Context: an optimization exercise on an open-source flow, tuned for small area, a short achievable clock period and few clock cycles per item. The choices shown serve that exercise and are no tape-out recipe.
The RTL was checked by simulation tests, not by an equivalence proof against the original design.

## flow/design.v (module list and top-level ports; edited modules follow where they fit)
// module evaluate: 146 lines
// module judgeChessForm: 189 lines
// module aiGo: 2450 lines
module aiGo(reset,clk,humanIn,enable,AIOut,finish,x,y);
  // ...
==> flow/flow/run.sh <==
#!/bin/bash
# Layout flow: the standard ORFS flow (standard.sh) with two changes.
#  1. Synthesis is the standard flow's synthesis script unchanged, except that Yosys's final
#     technology mapping call (abc) uses flow/abc.script, an area-oriented ABC
#     script, in place of ORFS's. Registers are untouched: abc maps only the
#     combinational logic, after dfflibmap. ADDER_MAP_FILE is left empty, so
#     adders stay plain gates for ABC instead of being extracted into adder cells.
#  2. Timing repair (repair_timing, in floorplan, CTS and global routing) aims
#     for SETUP_SLACK_MARGIN ns of setup slack at the design's clock period.
# The SDC, the clock period and every other setting are the standard flow's.
# Each tool's full output: orfs/logs/... (per ORFS step) and flow_make.log here.
set -euo pipefail
W=$(pwd)
MARGIN=$(cat "$W/flow/margin.txt")
{
  echo 'proc abc {args} {'
  echo '  set i [lsearch -exact $args -script]'
  echo "  if {\$i >= 0} { lset args [expr {\$i + 1}] {$W/flow/abc.script} }"
  echo '  yosys abc {*}$args'
  echo '}'
  cat "$W/synth_recipe.tcl"
} > "$W/flow_synth.tcl"
bash "$W/standard.sh" SYNTH_SCRIPT="$W/flow_synth.tcl" ADDER_MAP_FILE= SETUP_SLACK_MARGIN="$MARGIN" finish > "$W/flow_make.log" 2>&1
==> flow/flow/abc.script <==
strash
dch -f
amap
topo
stime -c
buffer -c
upsize -c
dnsize -c
stime -c
==> flow/flow/margin.txt <==
8.3
==> flow/standard.sh <==
#!/bin/bash
# synth_recipe.tcl (not shown) runs the flow's synth.tcl, then flattens the netlist and writes it again
# the make line also repeats each setting of config.mk as NAME=value (left out here)
make -C /OpenROAD-flow-scripts/flow DESIGN_CONFIG=/design/flow/config.mk WORK_HOME=/design/flow/orfs CLKGATE_MAP_FILE= SYNTH_SCRIPT=/design/flow/synth_recipe.tcl "${@:-finish}"
==> flow/config.mk <==
export PLATFORM = sky130hd
export DESIGN_NAME = aiGo
export DESIGN_NICKNAME = aiGo
export VERILOG_FILES = /design/flow/design.v
export SDC_FILE = /design/flow/constraint.sdc
export NUM_CORES = 4
export LEC_CHECK = 0
export ABC_CLOCK_PERIOD_IN_PS = 3500
export CAP_MARGIN = 35
export CORE_MARGIN = 2
export CORE_UTILIZATION = 35
export PLACE_DENSITY = 0.5
export SLEW_MARGIN = 35
==> flow/constraint.sdc <==
create_clock -name core_clock -period 14.0 [get_ports {clk}]
set_input_delay 2.8000 -clock core_clock [delete_from_list [all_inputs] [get_ports {clk}]]
set_output_delay 2.8000 -clock core_clock [all_outputs]
set_load 0.01 [all_outputs]
==> results_tabular.tex, run 1 <==
\begin{tabular}{lr}
\hline
Metric & Value \\
\hline
\multicolumn{2}{l}{\textbf{Run status}} \\
Outcome & timing/DRC/antenna clean \\
\multicolumn{2}{l}{\textbf{Finish}} \\
Most common cell after layout, fill and taps aside & sky130\_fd\_sc\_hd\_\_nor2\_1 \\
Sequential cell count & 1190 \\
Combined area of the multi-input logic cells & 93800 µm² \\
Clock Network Area Fraction & 3.84\% \\
Top flop regs & AI: 225 flops, kfA: 180 flops, kfH: 180 flops \\
Filler instances & 41400 \\
Non-clk bufs & 1139 \\
Nets & 23200 \\
Largest cell class by area & multi-input gates \\
Final Instance Area & 154000 µm² \\
\multicolumn{2}{l}{\textbf{Routing}} \\
Total length of routed met3 wires & 135000 µm \\
Total number of vias & 187000 \\
Vias per inst & 6.57 \\
\multicolumn{2}{l}{\textbf{Synthesis}} \\
Top cells by count, synth & 4740 x sky130\_fd\_sc\_hd\_\_nor2\_1, 2959 x sky130\_fd\_sc\_hd\_\_inv\_1, 2095 x sky130\_fd\_sc\_hd\_\_o21ai\_0, 1510 x sky130\_fd\_sc\_hd\_\_a21oi\_1, 1481 x sky130\_fd\_sc\_hd\_\_nand2\_1 \\
Average size of a mapped cell & 5.93 µm² \\
Share of flip-flops with an asynchronous set or reset after synthesis & 19.2\% \\
Sequential share of the synthesized area & 18.9\% \\
Number of enable-type register cells in the synthesized netlist & 21 \\
Xor and xnor area share after synthesis & 0\% \\
\multicolumn{2}{l}{\textbf{Die}} \\
Effective utilization at floorplan & 35.1\% \\
\multicolumn{2}{l}{\textbf{Placement}} \\
Count of buffers from port buffering & 461 \\
\multicolumn{2}{l}{\textbf{STA}} \\
Setup tns final & 0 ns \\
Worst Setup Slack, final & 8.32 ns \\
\multicolumn{2}{l}{\textbf{GRT}} \\
GR Overflow Total & 0 \\
\multicolumn{2}{l}{\textbf{Worst hold path}} \\
Worst hold endpoint & prow[1]\$\_DFF\_P\_ \\
Worst hold stages & 0 \\
\hline
\end{tabular}
Testbench counts, summed over its fixed seeds: cycles 27,392, moves 1,472.
==> inputs of run 2 (changes only) <==
--- a/flow/design.v
+++ b/flow/design.v
@@ -338,17 +338,16 @@
 input wire reset;
 input wire [224:0] humanIn;
 output wire [224:0] AIOut;
 output wire finish;
 output reg [3:0] x,y;
 reg [224:0] AI;
 reg fin, fin_o, firstIn;    
 reg [4:0] ph;             
-reg [4:0] wc;             
 assign AIOut = AI;
 assign finish = fin_o;
 reg [134:0] Wh, Wa;       
 reg [8:0] Wv;             
 reg [14:0] nh, na;
 integer k;
 always @* begin
   nh = 15'd0; na = 15'd0;
@@ -2729,57 +2728,54 @@
   end else if (enable) begin
     if (firstIn) begin
       fin <= 1'b1;
       fin_o <= 1'b1;
       firstIn <= 1'b0;
     end else if (fin) begin
       fin <= 1'b0;
       fin_o <= 1'b0;
-    end else if (wc == 5'd18) begin
+    end else if (ph == 5'd18) begin
       fin <= 1'b1;
       fin_o <= 1'b1;
       AI <= AI | setAI;
     end
   end
 end
 always @(posedge clk) begin
   if (enable) begin
     if (firstIn) begin
       x <= 4'd7;
       y <= 4'd7;
-    end else if (!fin && wc == 5'd18) begin
-      x <= mr;
-      y <= mc;
+    end else if (fin) begin
+      ph <= 5'd1;
+      Wh <= {humanIn[74:0], 60'd0};
+      Wa <= {AI[74:0], 60'd0};
+      Wv <= 9'b111110000;
+    end else begin
+      ph <= ph + 5'd1;
+      Wh <= {nh, Wh[134:15]};
+      Wa <= {na, Wa[134:15]};
+      Wv <= {nv, Wv[8:1]};
+      kv <= E[74:60];
+      kfA <= {fAd14, fAc14, fAb14, fAa14, fAd13, fAc13, fAb13, fAa13, fAd12, fAc12, fAb12, fAa12, fAd11, fAc11, fAb11, fAa11, fAd10, fAc10, fAb10, fAa10, fAd9, fAc9, fAb9, fAa9, fAd8, fAc8, fAb8, fAa8, fAd7, fAc7, fAb7, fAa7, fAd6, fAc6, fAb6, fAa6, fAd5, fAc5, fAb5, fAa5, fAd4, fAc4, fAb4, fAa4, fAd3, fAc3, fAb3, fAa3, fAd2, fAc2, fAb2, fAa2, fAd1, fAc1, fAb1, fAa1, fAd0, fAc0, fAb0, fAa0};
+      kfH <= {fHd14, fHc14, fHb14, fHa14, fHd13, fHc13, fHb13, fHa13, fHd12, fHc12, fHb12, fHa12, fHd11, fHc11, fHb11, fHa11, fHd10, fHc10, fHb10, fHa10, fHd9, fHc9, fHb9, fHa9, fHd8, fHc8, fHb8, fHa8, fHd7, fHc7, fHb7, fHa7, fHd6, fHc6, fHb6, fHa6, fHd5, fHc5, fHb5, fHa5, fHd4, fHc4, fHb4, fHa4, fHd3, fHc3, fHb3, fHa3, fHd2, fHc2, fHb2, fHa2, fHd1, fHc1, fHb1, fHa1, fHd0, fHc0, fHb0, fHa0};
+      krow <= ph[3:0] - 4'd1;
+      pA <= {gA3, gA2, gA1, gA0};
+      pD <= {gD3, gD2, gD1, gD0};
+      piA <= {giA3, giA2, giA1, giA0};
+      piD <= {giD3, giD2, giD1, giD0};
+      prow <= krow;
+      if (ph <= 5'd2) begin
+        bA[24] <= 1'b0;
+        bD[24] <= 1'b0;
+      end else begin
+        bA <= nA; bAr <= nAr; bAc <= nAc;
+        bD <= nD; bDr <= nDr; bDc <= nDc;
+      end
+      if (ph == 5'd18) begin
+        x <= mr;
+        y <= mc;
+      end
     end
   end
 end
-always @(posedge clk) begin
-  if (enable) begin
-    if (fin) wc <= 5'd1;
-    else if (wc != 5'd18) wc <= wc + 5'd1;
-  end
-end
-always @(posedge clk) begin
-  if (enable && fin) begin
-    ph <= 5'd1;
-    Wh <= {humanIn[74:0], 60'd0};
-    Wa <= {AI[74:0], 60'd0};
-    Wv <= 9'b111110000;
-  end else begin
-    if (ph != 5'd18) ph <= ph + 5'd1;
-    Wh <= {nh, Wh[134:15]};
-    Wa <= {na, Wa[134:15]};
-    Wv <= {nv, Wv[8:1]};
-  end
-  kv <= E[74:60];
-  kfA <= {fAd14, fAc14, fAb14, fAa14, fAd13, fAc13, fAb13, fAa13, fAd12, fAc12, fAb12, fAa12, fAd11, fAc11, fAb11, fAa11, fAd10, fAc10, fAb10, fAa10, fAd9, fAc9, fAb9, fAa9, fAd8, fAc8, fAb8, fAa8, fAd7, fAc7, fAb7, fAa7, fAd6, fAc6, fAb6, fAa6, fAd5, fAc5, fAb5, fAa5, fAd4, fAc4, fAb4, fAa4, fAd3, fAc3, fAb3, fAa3, fAd2, fAc2, fAb2, fAa2, fAd1, fAc1, fAb1, fAa1, fAd0, fAc0, fAb0, fAa0};
-  kfH <= {fHd14, fHc14, fHb14, fHa14, fHd13, fHc13, fHb13, fHa13, fHd12, fHc12, fHb12, fHa12, fHd11, fHc11, fHb11, fHa11, fHd10, fHc10, fHb10, fHa10, fHd9, fHc9, fHb9, fHa9, fHd8, fHc8, fHb8, fHa8, fHd7, fHc7, fHb7, fHa7, fHd6, fHc6, fHb6, fHa6, fHd5, fHc5, fHb5, fHa5, fHd4, fHc4, fHb4, fHa4, fHd3, fHc3, fHb3, fHa3, fHd2, fHc2, fHb2, fHa2, fHd1, fHc1, fHb1, fHa1, fHd0, fHc0, fHb0, fHa0};
-  krow <= ph[3:0] - 4'd1;
-  pA <= {gA3, gA2, gA1, gA0};
-  pD <= {gD3, gD2, gD1, gD0};
-  piA <= {giA3, giA2, giA1, giA0};
-  piD <= {giD3, giD2, giD1, giD0};
-  prow <= krow;
-  bA <= {nA[24] & (ph > 5'd2), nA[23:0]}; bAr <= nAr; bAc <= nAc;
-  bD <= {nD[24] & (ph > 5'd2), nD[23:0]}; bDr <= nDr; bDc <= nDc;
-end
 endmodule
==> flow/flow/abc.script (replaced) <==
strash
dch -f
amap
topo
==> flow/flow/margin.txt (replaced) <==
8.0
==> flow/config.mk (replaced) <==
export PLATFORM = sky130hd
export DESIGN_NAME = aiGo
export DESIGN_NICKNAME = aiGo
export VERILOG_FILES = /design/flow/design.v
export SDC_FILE = /design/flow/constraint.sdc
export NUM_CORES = 4
export LEC_CHECK = 0
export CAP_MARGIN = 20
export CORE_MARGIN = 2
export CORE_UTILIZATION = 35
export PLACE_DENSITY = 0.5
export SLEW_MARGIN = 20
==> run 2 against run 1 <==
Still clean on timing, DRC and antenna. Cell count up 0.43%.
==> results_tabular.tex, run 2 <==
\begin{tabular}{lr}
\hline
Metric & Value \\
\hline
\multicolumn{2}{l}{\textbf{Run status}} \\
Outcome & timing/DRC/antenna clean \\
\multicolumn{2}{l}{\textbf{Placement}} \\
HPWL after DPL & 774000 µm \\
Post-placement cell area & 156000 µm² \\
Count of buffers from port buffering & 461 (unchanged) \\
RD Place Congestion & 1.12 \\
\multicolumn{2}{l}{\textbf{Die}} \\
Chip Width & 632 µm \\
Die area & 400000 µm² \\
Standard-cell row count & 230 \\
Die Height & 632 µm \\
Area of the core region & 393000 µm² \\
Number of ports placed on the die boundary & 462 \\
Effective utilization at floorplan & 35.2\% (+0.079 points) \\
\multicolumn{2}{l}{\textbf{Critical path}} \\
Class of the most critical setup path & register to register \\
Master of the slowest instance on the critical path & sky130\_fd\_sc\_hd\_\_o311ai\_1 \\
Crit-path max cell delay & 1.08 ns \\
Worst flop-to-flop path endpoint & kfA[106]\$\_DFFE\_PP\_ \\
Worst endpoint required time & 14.48 ns \\
Nature of the critical path endpoint & register \\
R2r worst-path depth & 13 \\
Critical path, cell by cell & clkinv\_1, buf\_4, nor3\_1, buf\_4, clkinvlp\_4, nand2\_1, o21ai\_0, a21oi\_1, clkinv\_1, nor3\_1, nor2\_1, o311ai\_1, o21ai\_0 \\
Critical path launch point & Wv[2]\$\_SDFFCE\_PP0P\_ \\
Kind of cell adding the most delay to the critical path & compound AO/OA/AOI/OAI gates \\
Maximum fanout along the worst path & 14 \\
Crit Reg-Reg Startpoint & Wv[2]\$\_SDFFCE\_PP0P\_ \\
Critical path launch point type & register \\
WP buf/inv & 5 \\
Endpoint of the worst setup timing path & kfA[106]\$\_DFFE\_PP\_ \\
Reg2reg setup slack & 7.66 ns \\
Worst path depth & 13 \\
Worst EP arrival & 6.82 ns \\
\multicolumn{2}{l}{\textbf{Routing}} \\
DRT met1 WL & 363000 µm \\
Average wire length per cell after detail routing & 34.4 µm \\
Antenna violation net count after detailed routing & 0 \\
Remaining DRCs & 0 \\
First-pass iteration count of the detailed router & 11 \\
Total number of vias & 191000 (+2.3\%) \\
Vias per inst & 6.69 (+1.8\%) \\
Highest Signal Layer & met5 \\
Total length of routed met3 wires & 150000 µm (+11\%) \\
Routed met2 length & 371000 µm \\
Post-Route WL & 983000 µm \\
Initial DRC Count & 27600 \\
\multicolumn{2}{l}{\textbf{STA}} \\
Minimum clock period after layout & 6.34 ns \\
Worst slew pin tran & 1.38 ns \\
Setup tns final & 0 ns (unchanged) \\
Max Clock Freq & 158 MHz \\
Worst slew margin relative to its limit & 6.82\% \\
Final number of hold-violating endpoints & 0 \\
Skew final & 0.134 ns \\
Period utilisation layout & 45.3\% \\
RSZ-0062 raised after global routing & true \\
Worst hold slack & 0.328 ns \\
Setup violations, final & 0 \\
Number of pins with negative max-slew slack in the final report & 0 \\
\multicolumn{2}{l}{\textbf{Clock network}} \\
TritonCTS buffer count & 164 \\
Clock insertion delay at the later pin of the skew report & 1.01 ns \\
H-tree Lvls & 4 \\
TritonCTS clock tree & yes \\
Buffer type at the clock tree root & sky130\_fd\_sc\_hd\_\_clkbuf\_16 \\
Maximum root-to-sink buffer count & 4 \\
Clk sinks & 1185 \\
Number of hold buffers added after cts & 0 \\
Clk pin slew, worst setup/hold paths & 0.07 ns \\
\multicolumn{2}{l}{\textbf{Synthesis}} \\
Top flip-flop cell by instance count after synthesis & sky130\_fd\_sc\_hd\_\_edfxtp\_1 \\
Cell with the most instances after synthesis & sky130\_fd\_sc\_hd\_\_nor2\_1 \\
Number of enable-type register cells in the synthesized netlist & 957 (+4500\%) \\
Yosys warning count & 1 \\
Average size of a mapped cell & 6.38 µm² (+7.6\%) \\
Area fraction of the dominant cell type after synthesis & 20.8\% \\
Synthesized flop and latch total & 1185 \\
Biggest area consumer among synthesized cells & sky130\_fd\_sc\_hd\_\_edfxtp\_1 \\
Number of library cell types mapped by synthesis & 64 \\
Cells taking the most area after synthesis & sky130\_fd\_sc\_hd\_\_edfxtp\_1 21\%, sky130\_fd\_sc\_hd\_\_nor2\_1 13\%, sky130\_fd\_sc\_hd\_\_clkinv\_1 8.7\% \\
Net count after synthesis & 21900 \\
Synthesized instance count & 21600 \\
Top cells by count, synth & 4826 x sky130\_fd\_sc\_hd\_\_nor2\_1, 3194 x sky130\_fd\_sc\_hd\_\_clkinv\_1, 2388 x sky130\_fd\_sc\_hd\_\_o21ai\_0, 1561 x sky130\_fd\_sc\_hd\_\_a21oi\_1, 1498 x sky130\_fd\_sc\_hd\_\_nand2\_1 \\
Share of flip-flops with an asynchronous set or reset after synthesis & 19.2\% (+0.081 points) \\
Sequential share of the synthesized area & 24.9\% (+6.0 points) \\
Post-Synthesis Cell Area & 138000 µm² \\
\multicolumn{2}{l}{\textbf{GRT}} \\
Number of global-route vias before repair & 169000 \\
Global Route Usage Sum & 46.7\% \\
Wire length of the first global-routing pass & 1330000 µm \\
Initial antenna violation count & 177 \\
GR Overflow Total & 0 (unchanged) \\
Maximum number of pins on one net before global-route repair & 154 \\
\multicolumn{2}{l}{\textbf{Finish}} \\
Nets & 23300 (+0.52\%) \\
Fraction of final layout cells sized beyond drive strength 1 & 5.98\% \\
Top flop regs & AI: 225 flops, kfA: 180 flops, kfH: 180 flops \\
Max FFs per register & 225 \\
Commonest non-fill, non-tap cells in the layout & 4792 x sky130\_fd\_sc\_hd\_\_nor2\_1, 3179 x sky130\_fd\_sc\_hd\_\_clkinv\_1, 2218 x sky130\_fd\_sc\_hd\_\_o21ai\_0, 1552 x sky130\_fd\_sc\_hd\_\_a21oi\_1, 1487 x sky130\_fd\_sc\_hd\_\_nand2\_1 \\
Relative area change from synthesis to final layout & 18.2\% \\
Largest register by flop count & AI \\
Most common cell after layout, fill and taps aside & sky130\_fd\_sc\_hd\_\_nor2\_1 \\
Final Instance Area & 163000 µm² (+5.9\%) \\
\multicolumn{2}{l}{\textbf{Worst hold path}} \\
Kind of path behind the tightest hold check & register to register \\
\multicolumn{2}{l}{\textbf{Job}} \\
Count of max-cap constraint violations & 0 \\
\hline
\end{tabular}
## run 2: how the worst min path moves through the flow
stage	startpoint	end	slack, ns	depth (start not counted)
global placement	krow[2]$_DFFE_PP_	prow[2]$_DFFE_PP_	0.41	0
floorplan	krow[0]$_DFFE_PP_	prow[0]$_DFFE_PP_	0.40	0
global route	krow[1]$_DFFE_PP_	prow[1]$_DFFE_PP_	0.35	0
CTS	krow[1]$_DFFE_PP_	prow[1]$_DFFE_PP_	0.35	0
detailed placement	krow[2]$_DFFE_PP_	prow[2]$_DFFE_PP_	0.40	0
finish	krow[1]$_DFFE_PP_	prow[1]$_DFFE_PP_	0.33	0
## run 2: stage by stage
step / utilization (%) / setup slack (ns) / std cells
6_report: 41.6 / 7.66 / 28600
5_1_grt: 41.5 / 7.97 / 28400
4_1_cts: 41.1 / 7.98 / 28400
3_5_place_dp: 39.7 / 7.32 / 28000
3_3_place_gp: 39.6 / 7.36 / 28000
2_1_floorplan: - / -39.88 / 21600
## run 2: cell families (layout without fill, tap and decap cells)
kind of cell	count (synthesis)	in the layout	share of synthesized area, %
buf+inv	3195	4727	8.68
other cells	0	172	0
simple gates	8871	8877	27.3
flops	1185	1185	24.9
compound gates	8393	8393	39.1
## run 2: repair_timing
item                                    CTS  global route
pin swaps                                 2            16
buffers inserted                          9            36
endpoints found under the setup margin  356           458
cloned                                    1             6
gates resized for setup                  45           242
endpoints found under the hold margin     0             0
## run 2: layout make-up
| class | count | area (µm²) |
|---|---|---|
| antenna | 172 | 430 |
| clock buffer | 189 | 4300 |
| clock inverter | 107 | 1260 |
| fill | 42100 | 229000 |
| inverter | 3194 | 12000 |
| multi-input combinational | 17300 | 93600 |
| sequential | 1185 | 34400 |
| tap | 5220 | 6530 |
| timing repair buffer | 1236 | 10700 |
| timing repair inverter | 1 | 5.00 |
## run 2: metal layers
layer | track usage [%] | up-vias
met5 | 0.338 | -
met4 | 38.7 | 110
met3 | 23.2 | 3484
met2 | 62.7 | 14200
met1 | 55.1 | 89900
li1 | - | 83500
Testbench counts of run 2, summed over its fixed seeds: cycles 27,392, moves 1,472.

## what the ideal ports hide
No port has a modelled driver above. Below, the same layouts with a new extraction and two added sets of constraints. Step 1 (the two cells are an assumption about what drives the block):
set clk [get_ports {clk}]
set_driving_cell -lib_cell sky130_fd_sc_hd__clkbuf_16 $clk
set_driving_cell -lib_cell sky130_fd_sc_hd__buf_2 [delete_from_list [all_inputs] $clk]
Step 2, shift: input delay + t, output delay - t, t = (earliest + latest rising clock arrival at the registers) / 2. This alone moves slack from input paths to output paths. Three values: no drivers, after step 1, after step 2; two values: the first two.
| run | t (ns) | setup slack, ns | worst setup path at the end |
|---|---|---|---|
| run 1 | 1.083 | 8.323 / 8.323 / 7.873 | input to register |
| run 2 | 1.077 | 7.657 / 7.657 / 7.124 | input to register |
After both steps setup and hold are still met in every run listed. The setup slack of run 2, which loses most, moves by 0.000 ns with the drivers and by -0.533 ns with both steps.
